What follows belongs to an exercise in optimizing a design on an open flow for small area; a production flow would make more cautious choices.
Only simulation tests tie the RTL to the original design; equivalence was not proved.
No activity file was given, so power comes from the tool's default toggle rates.

==> run E <==
// A7_vga_top
module A7_vga_top(
  input  wire        ClkPort,
  input  wire        rst,             
  input  wire        BtnL, BtnR, BtnU, BtnD, BtnC,
  input  wire        SW0,             
  input  wire        SW1,
  output wire        hSync, vSync,
  output wire [3:0]  vgaR, vgaG, vgaB,
  output wire [7:0]  Anodes,
  output wire [6:0]  Segs,
  output wire        QuadSpiFlashCS
);
==> module display_controller, before the edit <==
module display_controller(
  input  wire       clk,
  input  wire       rst,
  output reg [15:0] cnt,       
  output reg [9:0]  hp,
  output reg [3:0]  vcell,
  output reg [5:0]  vpix,
  output wire       hSync,
  output wire       vSync,
  output wire       bright
);
  wire tick = (cnt[1:0] == 2'b00);    
  always @(posedge clk)
    if (rst) cnt <= 16'd0;
    else     cnt <= cnt + 16'd1;
  wire h_end = (hp == 10'd655);                       
  wire v_end = (vcell == 4'd10) && (vpix == 6'd9);    
  always @(posedge clk)
    if (rst) begin
      hp    <= 10'd880;        
      vcell <= 4'd15;          
      vpix  <= 6'd13;
    end else if (tick) begin
      if (!h_end)
        hp <= hp + 10'd1;
      else begin
        hp <= 10'd880;
        if (v_end) begin
          vcell <= 4'd15;
          vpix  <= 6'd13;
        end else if (vpix == 6'd47) begin
          vcell <= vcell + 4'd1;
          vpix  <= 6'd0;
        end else
          vpix <= vpix + 6'd1;
      end
    end
  assign hSync = (hp >= 10'd880) && (hp < 10'd976);
  assign vSync = (vcell == 4'd15) && (vpix < 6'd15);
  assign bright = (hp != 10'd0) && (hp <= 10'd640) &&
                  ((vcell < 4'd10) || (vcell == 4'd10 && vpix == 6'd0));
endmodule
==> module A7_vga_top, before the edit <==
module A7_vga_top(
  input  wire        ClkPort,
  input  wire        rst,             
  input  wire        BtnL, BtnR, BtnU, BtnD, BtnC,
  input  wire        SW0,             
  input  wire        SW1,
  output wire        hSync, vSync,
  output wire [3:0]  vgaR, vgaG, vgaB,
  output wire [7:0]  Anodes,
  output wire [6:0]  Segs,
  output wire        QuadSpiFlashCS
);
  wire [15:0] cnt;
  wire [9:0]  hp;
  wire [3:0]  vcell;
  wire [5:0]  vpix;
  wire        bright;
  display_controller dc(
    .clk(ClkPort), .rst(rst), .cnt(cnt), .hp(hp), .vcell(vcell), .vpix(vpix),
    .hSync(hSync), .vSync(vSync), .bright(bright)
  );
  wire [3:0] cur_row, cur_col, nxt_row, nxt_col;
  wire       sample_tick = (cnt[9:0] == 10'd0);
  cursor_controller cursor_control(
    .clk(ClkPort), .rst(rst), .sample_tick(sample_tick),
    .btn_l(BtnL), .btn_r(BtnR), .btn_u(BtnU), .btn_d(BtnD),
    .col(cur_col), .row(cur_row), .next_col(nxt_col), .next_row(nxt_row)
  );
  wire [3:0] gcol = hp[9:6];
  wire       in_grid = bright && (hp < 10'd640) && (vcell < 4'd10);
  wire       on_line = in_grid && ((hp[5:0] == 6'd0) || (vpix == 6'd0));
  wire       in_sprite = bright && (gcol == cur_col) && (vcell == cur_row);
  wire [3:0] shade;
  reg  [3:0] shade_q;
  sprite_rom rom(.dy(vpix), .dx(hp[5:0]), .shade(shade));
  always @(posedge ClkPort)
    if (rst) shade_q <= 4'd0;
    else     shade_q <= in_sprite ? shade : 4'd0;
  wire [1:0] status;
  wire [3:0] turns_left;
  wire [2:0] ships_remaining;
  game_state gs(
    .clk(ClkPort), .rst(rst), .reset(SW0), .btn_c(BtnC),
    .sample_tick(sample_tick),
    .sprite_row(cur_row), .sprite_col(cur_col),
    .next_row(nxt_row), .next_col(nxt_col), .show_answer(SW1),
    .disp_row(vcell), .disp_col(gcol), .disp_status(status),
    .turns_left(turns_left), .ships_remaining(ships_remaining)
  );
  wire [11:0] rgb_pix;
  renderer rdr(
    .bright(bright), .in_grid(in_grid), .on_line(on_line),
    .in_sprite(in_sprite), .sprite_shade(shade_q), .status(status),
    .rgb(rgb_pix)
  );
  assign vgaR = rgb_pix[11:8];
  assign vgaG = rgb_pix[7:4];
  assign vgaB = rgb_pix[3:0];
  ssd_controller ssd(
    .sel(cnt[15]), .turns_left(turns_left), .ships_remaining(ships_remaining),
    .anode(Anodes), .ssdOut(Segs)
  );
  assign QuadSpiFlashCS = 1'b1;
endmodule
make LEC_CHECK=0 ABC_AREA=1 CAP_MARGIN=20 CORE_MARGIN=2 CORE_UTILIZATION=40 SLEW_MARGIN=20 SYNTH_MEMORY_MAX_BITS=65536 finish   # period 11.0 ns
run.sh (not shown) runs the stock make flow with config.mk's settings and CLKGATE_MAP_FILE= SYNTH_SCRIPT=/design/flow/synth_recipe.tcl, a recipe that flattens the netlist after the stock synthesis.
==> run A (differences from run E) <==
--- a/flow/design.v
+++ b/flow/design.v
@@ -3,6 +3,6 @@
   input  wire       clk,
   input  wire       rst,
-  output reg [15:0] cnt,       
-  output reg [9:0]  hp,
+  output reg [15:0] cnt,
+  output reg [5:0]  hblk,
   output reg [3:0]  vcell,
   output reg [5:0]  vpix,
@@ -11,20 +11,20 @@
   output wire       bright
 );
-  wire tick = (cnt[1:0] == 2'b00);    
   always @(posedge clk)
-    if (rst) cnt <= 16'd0;
+    if (rst) cnt <= 16'd3;
     else     cnt <= cnt + 16'd1;
-  wire h_end = (hp == 10'd655);                       
-  wire v_end = (vcell == 4'd10) && (vpix == 6'd9);    
+  wire blk_end = (cnt[5:0] == 6'd63);                    
+  wire h_end = (hblk == 6'd40);                           
+  wire v_end = (vcell == 4'd10) && (vpix == 6'd9);        
   always @(posedge clk)
     if (rst) begin
-      hp    <= 10'd880;        
+      hblk  <= 6'd55;          
       vcell <= 4'd15;          
       vpix  <= 6'd13;
-    end else if (tick) begin
+    end else if (blk_end) begin
       if (!h_end)
-        hp <= hp + 10'd1;
+        hblk <= hblk + 6'd1;
       else begin
-        hp <= 10'd880;
+        hblk <= 6'd55;
         if (v_end) begin
           vcell <= 4'd15;
@@ -37,7 +37,9 @@
       end
     end
-  assign hSync = (hp >= 10'd880) && (hp < 10'd976);
+  assign hSync = (hblk >= 6'd55) && (hblk <= 6'd60);
   assign vSync = (vcell == 4'd15) && (vpix < 6'd15);
-  assign bright = (hp != 10'd0) && (hp <= 10'd640) &&
+  wire h_bright = ((hblk < 6'd40) && !(hblk == 6'd0 && cnt[5:2] == 4'd0)) ||
+                  (hblk == 6'd40 && cnt[5:2] == 4'd0);
+  assign bright = h_bright &&
                   ((vcell < 4'd10) || (vcell == 4'd10 && vpix == 6'd0));
 endmodule
@@ -1115,14 +1117,15 @@
 );
   wire [15:0] cnt;
-  wire [9:0]  hp;
+  wire [5:0]  hblk;
   wire [3:0]  vcell;
   wire [5:0]  vpix;
   wire        bright;
   display_controller dc(
-    .clk(ClkPort), .rst(rst), .cnt(cnt), .hp(hp), .vcell(vcell), .vpix(vpix),
+    .clk(ClkPort), .rst(rst), .cnt(cnt), .hblk(hblk), .vcell(vcell), .vpix(vpix),
     .hSync(hSync), .vSync(vSync), .bright(bright)
   );
   wire [3:0] cur_row, cur_col, nxt_row, nxt_col;
-  wire       sample_tick = (cnt[9:0] == 10'd0);
+  wire       sample_tick = (cnt[9:0] == 10'd3);
+  wire       ssd_sel = cnt[15] ^ ((cnt[14:2] == 13'd0) && (cnt[1:0] != 2'd3));
   cursor_controller cursor_control(
     .clk(ClkPort), .rst(rst), .sample_tick(sample_tick),
@@ -1130,11 +1133,12 @@
     .col(cur_col), .row(cur_row), .next_col(nxt_col), .next_row(nxt_row)
   );
-  wire [3:0] gcol = hp[9:6];
-  wire       in_grid = bright && (hp < 10'd640) && (vcell < 4'd10);
-  wire       on_line = in_grid && ((hp[5:0] == 6'd0) || (vpix == 6'd0));
+  wire [3:0] gcol = hblk[5:2];
+  wire [5:0] gx = {hblk[1:0], cnt[5:2]};       
+  wire       in_grid = bright && (hblk < 6'd40) && (vcell < 4'd10);
+  wire       on_line = in_grid && ((gx == 6'd0) || (vpix == 6'd0));
   wire       in_sprite = bright && (gcol == cur_col) && (vcell == cur_row);
   wire [3:0] shade;
   reg  [3:0] shade_q;
-  sprite_rom rom(.dy(vpix), .dx(hp[5:0]), .shade(shade));
+  sprite_rom rom(.dy(vpix), .dx(gx), .shade(shade));
   always @(posedge ClkPort)
     if (rst) shade_q <= 4'd0;
@@ -1161,5 +1165,5 @@
   assign vgaB = rgb_pix[3:0];
   ssd_controller ssd(
-    .sel(cnt[15]), .turns_left(turns_left), .ships_remaining(ships_remaining),
+    .sel(ssd_sel), .turns_left(turns_left), .ships_remaining(ships_remaining),
     .anode(Anodes), .ssdOut(Segs)
   );
==> flow/flow/run.sh (new file) <==
#!/bin/bash
# Own flow: the standard synthesis; then the netlist's combinational
# logic re-synthesised for area by ABC (registers, their cells and names
# untouched); then the standard layout from that netlist, with buf_1
# port buffers and clkbuf_8 clock buffers and no CTS dummy loads.
set -euo pipefail
W=$PWD
R=$W/orfs/results/$FLOW_PLATFORM/A7_vga_top/base
YOSYS=$FLOW_HOME/../tools/install/yosys/bin/yosys
LIB=$FLOW_HOME/platforms/$FLOW_PLATFORM/lib/sky130_fd_sc_hd__tt_025C_1v80.lib
bash standard.sh "$R/1_2_yosys.v" > synth.log 2>&1
cp "$R/1_2_yosys.v" std_synth.v
python3 flow/mkcomb.py "$LIB" comb.v dont_use.txt > mkcomb.log 2>&1
printf 'set_driving_cell sky130_fd_sc_hd__buf_1\nset_load 5\n' > abc.constr
REOPT_LIB="$LIB" REOPT_COMB=comb.v REOPT_IN=std_synth.v REOPT_OUT=reopt.v REOPT_TOP="$FLOW_TOP" \
REOPT_DONT_USE=dont_use.txt REOPT_SCRIPT=flow/resyn.abc REOPT_CONSTR=abc.constr REOPT_STAT=reopt_stat.txt \
  "$YOSYS" -c flow/reopt.tcl > reopt.log 2>&1
cp reopt.v "$R/1_2_yosys.v"
export BUFFER_PORTS_ARGS="-buffer_cell sky130_fd_sc_hd__buf_1"
export CTS_ARGS="-sink_clustering_enable -repair_clock_nets -dont_use_dummy_load -buf_list sky130_fd_sc_hd__clkbuf_8"
bash standard.sh > layout.log 2>&1
==> flow/flow/mkcomb.py (new file) <==
# Verilog models of a liberty file's combinational cells, so that Yosys can
# flatten a mapped netlist's logic back into gates for re-synthesis.
# usage: mkcomb.py LIB OUT_V OUT_DONTUSE
import re, sys
txt = open(sys.argv[1]).read()
ms = list(re.finditer(r'\n\s*cell\s*\(\s*"?(\w+)"?\s*\)\s*\{', txt))
out, dont = [], []
for i, m in enumerate(ms):
    name = m.group(1)
    if re.search(r'lpflow|probe', name):
        dont.append(name)
    seg = txt[m.end(): ms[i + 1].start() if i + 1 < len(ms) else len(txt)]
    if re.search(r'\b(ff|latch|statetable)\s*\(', seg):
        continue
    pins = []
    for pm in re.finditer(r'\n\s*pin\s*\(\s*"?(\w+)"?\s*\)\s*\{', seg):
        body = seg[pm.end(): pm.end() + 4000]
        d = re.search(r'direction\s*:\s*"?(\w+)"?', body)
        f = re.search(r'\bfunction\s*:\s*"([^"]*)"', body)
        pins.append((pm.group(1), d.group(1) if d else None, f.group(1) if f else None))
    outs = [p for p in pins if p[1] == 'output']
    ins = [p for p in pins if p[1] == 'input']
    if not outs or any(f is None for _, _, f in outs) or re.search(r'three_state', seg):
        continue
    lines = ["module %s(%s);" % (name, ", ".join(p[0] for p in ins + outs))]
    lines += ["  input %s;" % p[0] for p in ins]
    for p in outs:
        f = p[2].replace('!', '~').replace('+', '|').replace('*', '&')
        lines += ["  output %s;" % p[0], "  assign %s = %s;" % (p[0], f)]
    lines.append("endmodule")
    out.append("\n".join(lines))
open(sys.argv[2], 'w').write("\n\n".join(out) + "\n")
open(sys.argv[3], 'w').write(" ".join(dont) + "\n")
==> flow/flow/reopt.tcl (new file) <==
# Re-synthesise the combinational logic of the standard synthesis's netlist
# with a stronger ABC script. Registers (and their names) are kept as they are.
yosys -import
set lib $::env(REOPT_LIB)
read_liberty -lib $lib
read_verilog -overwrite $::env(REOPT_COMB)
read_verilog $::env(REOPT_IN)
hierarchy -top $::env(REOPT_TOP)
flatten
techmap
opt -fast -purge
read_liberty -lib -overwrite $lib
set dont_use {}
foreach c [split [string trim [read [open $::env(REOPT_DONT_USE)]]]] { lappend dont_use -dont_use $c }
abc -script $::env(REOPT_SCRIPT) -liberty $lib {*}$dont_use -constr $::env(REOPT_CONSTR)
opt_clean -purge
hilomap -singleton -hicell sky130_fd_sc_hd__conb_1 HI -locell sky130_fd_sc_hd__conb_1 LO
insbuf -buf sky130_fd_sc_hd__buf_4 A X
splitnets
opt_clean -purge
check -assert -mapped
tee -o $::env(REOPT_STAT) stat -liberty $lib
write_verilog -noattr -nohex -nodec $::env(REOPT_OUT)
==> flow/flow/resyn.abc (new file) <==
strash
&get -n
&deepsyn -T 300
&dch -f
&nf -p -a -R 1000 -F 8 -A 8 -C 32
&put
topo
stime -c
==> flow/standard.sh (new file) <==
#!/bin/bash
# synth_recipe.tcl (not shown) runs the flow's synth.tcl, then flattens the netlist and writes it again
# the make line also repeats each setting of config.mk as NAME=value (left out here)
make -C /OpenROAD-flow-scripts/flow DESIGN_CONFIG=/design/flow/config.mk WORK_HOME=/design/flow/orfs CLKGATE_MAP_FILE= SYNTH_SCRIPT=/design/flow/synth_recipe.tcl "${@:-finish}"
CORE_UTILIZATION = 65   (was 40)
removed: flow/run.sh
==> summary.txt <==
Against run A, the design area of run E is higher by about 28%.
Against run E, the global-route usage of run A is higher by 17 points.
Against run A, the core utilization of run E is lower by 26 points.
In maximum frequency, run A and run E hardly differ.
Against run A, the total power of run E is higher by 37%.
Sequential cell count: run E is higher than run A (4).
Between run A and run E, the lower clock skew is in run E (gap 16 ps).

==> port drivers added, routing unchanged <==
Ports are ideal in the flow. The routed layouts listed here were re-timed in OpenROAD. Step 1 assumes that a clkbuf_16 drives the clock port and a buf_2 every other input. Step 2 moves the port delays by t, midway between the first and last clock arrival at a register: inputs arrive t later, outputs are due t later. That takes back most of the time a late clock gives input paths. Slacks: ideal / step 1 / step 2; pairs: ideal / step 1.
run	t, ns	setup slack, ns	worst data-port slew with drivers (ns)
run E	0.485	2.410 / 2.387 / 2.387	0.04
run A	0.499	2.414 / 2.372 / 2.652	0.04
After both steps every run listed still meets setup and hold. For run E, which loses most, drivers alone change the setup slack by -0.023 ns; drivers and shift together by -0.023 ns.
